This design comes from an exercise in tuning for small area, a short achievable clock period and few clock cycles on the open sky130 flow, not from production work.
Function not checked in this run: the RTL went through the layout flow alone.
Power figures rest on the tool's default switching activity, not on a simulated workload.

**design/flow/run.sh**
```bash
#!/bin/bash
# synth_recipe.tcl (not shown) runs the flow's synth.tcl, then flattens the netlist and writes it again
# the make line also repeats each setting of config.mk as NAME=value (left out here)
make -C /OpenROAD-flow-scripts/flow DESIGN_CONFIG=/design/flow/config.mk WORK_HOME=/design/flow/orfs CLKGATE_MAP_FILE= SYNTH_SCRIPT=/design/flow/synth_recipe.tcl finish
```
**design/flow/config.mk**
```make
export PLATFORM = sky130hd
export DESIGN_NAME = LBP
export DESIGN_NICKNAME = LBP
export VERILOG_FILES = /design/flow/design.v
export SDC_FILE = /design/flow/constraint.sdc
export NUM_CORES = 4
export LEC_CHECK = 0
export CAP_MARGIN = 20
export CORE_MARGIN = 2
export CORE_UTILIZATION = 40
export PLACE_DENSITY = 0.6
export SETUP_SLACK_MARGIN = 1.7
export SLEW_MARGIN = 20
```
**design/flow/constraint.sdc**
```tcl
create_clock -name core_clock -period 3.5 [get_ports {clk}]
set_input_delay 0.7000 -clock core_clock [delete_from_list [all_inputs] [get_ports {clk}]]
set_output_delay 0.7000 -clock core_clock [all_outputs]
set_load 0.01 [all_outputs]
```
**design/flow/design.v**
```verilog
`timescale 1ns/10ps
module LBP ( clk, reset, gray_addr, gray_req, gray_ready, gray_data, lbp_addr, lbp_valid, lbp_data, finish);
input clk;
input reset;
input gray_ready;
input [7:0] gray_data;
output [13:0] gray_addr;
output gray_req;
output [13:0] lbp_addr;
output lbp_valid;
output [7:0] lbp_data;
output finish;
localparam H = 6;             
localparam L = H + 2;         
localparam IW = 3;            
reg [6:0] rd_row, rd_col;
reg [IW-1:0] rd_i;
reg go;           
reg rd_done;      
reg finish;
reg lbp_valid;
wire col_end = &rd_i;             
wire last_col = &rd_col;
wire [6:0] row_inc = rd_row + 7'd1;
wire [6:0] row_dec = rd_row - 7'd1;
wire [6:0] row_back = rd_row - (L-1);
assign gray_addr = {rd_row, rd_col};
assign gray_req = 1'b1;
always @(posedge clk or posedge reset) begin
    if (reset) begin
        go <= 1'b0;
        rd_done <= 1'b0;
        finish <= 1'b0;
        lbp_valid <= 1'b0;
    end else begin
        go <= gray_ready;
        if (go & col_end & last_col & (&rd_row)) rd_done <= 1'b1;
        finish <= rd_done;
        lbp_valid <= go & ~rd_done & (rd_i >= 2) & (rd_col >= 2);
    end
end
always @(posedge clk) begin
    if (!go) begin
        rd_row <= 7'd0;
        rd_col <= 7'd0;
        rd_i <= {IW{1'b0}};
    end else begin
        rd_i <= rd_i + 1'b1;
        if (col_end) begin
            rd_col <= rd_col + 7'd1;
            rd_row <= last_col ? row_dec : row_back;
        end else begin
            rd_row <= row_inc;
        end
    end
end
reg [6:0] lb_row, lb_col;
always @(posedge clk) begin
    lb_row <= row_dec;
    lb_col <= rd_col - 7'd1;
end
assign lbp_addr = {lb_row, lb_col};
reg [7:0] sr [1:L+1];
integer k;
always @(posedge clk) begin
    sr[1] <= gray_data;
    for (k = 2; k <= L+1; k = k + 1) sr[k] <= sr[k-1];
end
wire [7:0] ctr = sr[L+1];
wire [7:0] n7 = gray_data;    
wire [7:0] n4 = sr[1];        
wire [7:0] n2 = sr[2];        
wire [7:0] n6 = sr[L];        
wire b7 = n7 >= ctr, o0 = ctr >= n7;    
wire b4 = n4 >= ctr, o3 = ctr >= n4;    
wire b2 = n2 >= ctr, o5 = ctr >= n2;    
wire b6 = n6 >= ctr, o1 = ctr >= n6;    
reg [L:0] d0;       
reg [L-1:0] d3;     
reg [L-2:0] d5;     
reg d1;             
reg [7:0] lbp_data;
always @(posedge clk) begin
    d0 <= {d0[L-1:0], o0};
    d3 <= {d3[L-2:0], o3};
    d5 <= {d5[L-3:0], o5};
    d1 <= o1;
    lbp_data <= {b7, b6, d5[L-2], b4, d3[L-1], b2, d1, d0[L]};
end
endmodule
```
==> run summary <==
Setup crit start gray_data[3]; setup_tns 0 ns; hold buffer count at cts 0; outcome no timing/DRC/antenna violations; first-pass GRT wire length 11900 um; unrepaired setup endpoints after global routing no; sequential share of the synthesized area 62.8%; Post-synth ARST share roughly 2.9%; HPWL Detailed 4960 um; Max Buffers Root-to-Sink 2; Crit Reg-Reg Startpoint rd_col[0]; pwr/cell area 647 nW/um2; CTS buffer count 17; antenna diode count 0; Static Leakage between 2 and 3 nW; initial core utilization 41.3%; boundary pin count 50; complex-gate fraction of the synthesized area 5.98%; share of layout cells above drive strength 1 22.3%; largest net degree at the start of global routing 24; placement row count 38; Pre-Repair DR Iteration Count 4; placed cell count between 500 and 600; Die Y 110 um; final WL 7240 um; clk latency of the worst-skew pair 0.52 ns; main combinational cell family by area after synthesis adder cells; fin cells 593; Post-synth EDFFs 0; Slew HR 61.2%; xor/xnor share of the synthesized area 3.51%; min Tclk post-route approximately 1.8 ns; mux cell area share after synthesis roughly 1.2%; Core ar. around 11000 um2; Crit Path Max Fanout 2; worst hold path class flip-flop to flip-flop; die area around 12000 um2; antenna-violating nets left 0; drc violations 0; vias per inst around 4.6; synthesized instance count 371; VDD IR max approximately 0.29 mV; Setup crit start kind input pin; design area about 5700 um2; initial antenna violation count 0; Hold Fails Final Rpt 0; RD Place Congestion about 0.76; FF+latch count, synth 140; arrival time worst endpoint 2.16 ns; Layout Skew between 0.008 and 0.009 ns; R2R depth 7; Setup crit end kind flip-flop; fmax 571 MHz; fin nets between 400 and 500; vias post-DR 2725; CTS Sinks 140; syn nets roughly 420; area share of fa/ha/maj cells after synthesis 11.1%; H-tree Lvls 4; GRT Util Overall a little over an eighth; max-slew violations 0; WP data required around 3.9 ns; Wirelength per Cell 12.2 um; area grow syn2layout 25.9%; Crit Path Class input pin to flip-flop; Top FF cell, synth dfxtp_1; Hold Crit Start d5[4]; PnR Total Power 3.66 mW; TritonCTS clock tree built; # setup viols final 0; clock slew at reported path FFs about 0.06 ns; simple-gate share of the synthesized area 10.4%; measured slew at the worst slew-check pin 0.581 ns; Synth Cell Area 4500 um2; Hold Crit Depth 0; Port Buf Inserts 48; final worst path period share 50.0%; Placed Area 5070 um2; Die Wd 110 um; number of DRC markers in iteration 0 53; yosys warns 2; number of distinct library cells after synthesis 46; root buf cell clkbuf_8; vias in the first global route 2630; Avg Cell Area, Syn 12.1 um2; max-cap viol count 0; global route overflow 0
[layer usage]
layer	share of wire (%)	global-route usage, %
met1	46	15.9
met4	1.6	6.51
met5	0	0
met3	5.6	6.00
met2	46	20.6
[flip-flops by register name, indices dropped and copies added (netlist names)]
register	cells
d3	8
go	1
d1	1
sr	72
rd_i	3
finish	1
d5	7
lb_row	7
lbp_data	8
lb_col	7
lbp_valid	1
rd_row	7
rd_col	7
rd_done	1
d0	9
[synth_stat cells, types with 3 or more instances]
master | instances | share of area, %
dfrtp_1 | 4 | 2.2
nand4_1 | 9 | 1.3
and2_1 | 11 | 1.5
nand2_1 | 12 | 1.0
a21o_1 | 7 | 1.2
xnor2_1 | 9 | 1.8
o21bai_1 | 3 | 0.50
nor2_1 | 8 | 0.67
a21oi_1 | 10 | 1.1
nand3_1 | 4 | 0.45
dfxtp_1 | 136 | 61
nand3b_1 | 3 | 0.50
inv_1 | 37 | 3.1
ha_1 | 40 | 11
clkbuf_1 | 4 | 0.33
nor3_1 | 6 | 0.67
o21ai_0 | 8 | 0.89
mux2i_1 | 4 | 0.89
xor2_1 | 9 | 1.8
nor2b_1 | 9 | 1.3
o211ai_1 | 4 | 0.67
and3_1 | 4 | 0.56
[stage by stage]
| stage | hold slack (ns) | util, % | worst slack (ns) |
|---|---|---|---|
| finish | 0.324 | 52.0 | 1.75 |
| global route | 0.326 | 52.0 | 1.70 |
| CTS | 0.324 | 53.1 | 1.65 |
| detailed placement | 0.312 | 46.5 | 1.14 |
| global placement | 0.310 | 46.5 | 1.21 |
| floorplan | 0.310 | - | 1.77 |
[worst max-delay path: stages]
cell and delay (ns):
clkdlybuf4s50_1 0.47, inv_1 0.04, ha_1 0.28, and2_1 0.14, o21ai_0 0.08, a21boi_1 0.16
o21ai_0 0.11, a22o_1 0.18
[cells in the final DEF, fill, tap and decap left out, types with 3 or more instances in the layout]
master	count
a21o_1	7
a21oi_1	10
and2_1	11
and3_1	4
buf_2	17
buf_4	14
clkbuf_16	16
clkbuf_2	17
clkbuf_8	5
clkdlybuf4s15_1	3
clkdlybuf4s50_1	10
clkinv_2	3
clkinvlp_4	3
dfrtp_1	4
dfxtp_1	122
dfxtp_4	13
ha_1	39
inv_1	37
mux2i_1	4
nand2_1	12
nand3_1	4
nand3b_1	3
nand4_1	9
nor2_1	8
nor2b_1	9
nor3_1	6
o211ai_1	4
o21ai_0	8
o21bai_1	3
xnor2_1	9
xor2_1	9
[repair_timing]
| action | 4_1_cts | 5_1_grt |
|---|---|---|
| gates cloned | 0 | 0 |
| gates resized for setup | 129 | 31 |
| hold endpoints to repair | 0 | 0 |
| setup endpoints to repair | 43 | 32 |
| setup buffers | 14 | 0 |
[cells by family after synthesis]
logic type	Yosys count
compound gates	42
simple gates	77
flops	140
buf+inv	48
mux	5
xor+xnor	18
other cells	1
fa+ha+maj	40
[final timing paths]
check,to,slack [ns]
worst min-delay path,d5[5],0.32
worst max-delay path,lbp_data[7],1.75
worst min register to register,d5[5],0.32
min in group asynchronous,go,0.37
worst max register to register,rd_row[5],1.81
max in group asynchronous,rd_done,2.99
[final cells by class]
class	instances	area, um2
Sequential cell	140	2870
Clock buffer	21	469
Multi-Input combinational cell	183	1470
Tap cell	140	175
Clock inverter	10	115
Inverter	37	139
Fill cell	993	5230
Timing Repair Buffer	62	417
[power breakdown]
part	switching [mW]	total, mW	internal (mW)
Sequential	0.0406	1.75	1.71
Clock	0.633	1.72	1.08
Combinational	0.102	0.201	0.0995

-- what the ideal ports hide --
Ports are ideal in the flow. The routed layout listed here was re-timed in OpenROAD. Step 1 sets driving cells, clkbuf_16 on the clock port and buf_2 on the other inputs (assumed; they add their load-dependent delay and slew). Step 2 also shifts input and output timing later by t, the mid clock arrival at the registers, as if the neighbouring blocks saw the same clock. a / b / c = ideal / step 1 / step 2; a / b = the first two.
t (ns): 0.542
setup slack, ns: 1.750 / 1.722 / 1.216
worst setup path after step 2: input to register
cell pins on the clock port's net: 1
After both steps this run still meets setup and hold. The setup slack of this run moves by -0.028 ns with the drivers and by -0.534 ns with both steps.
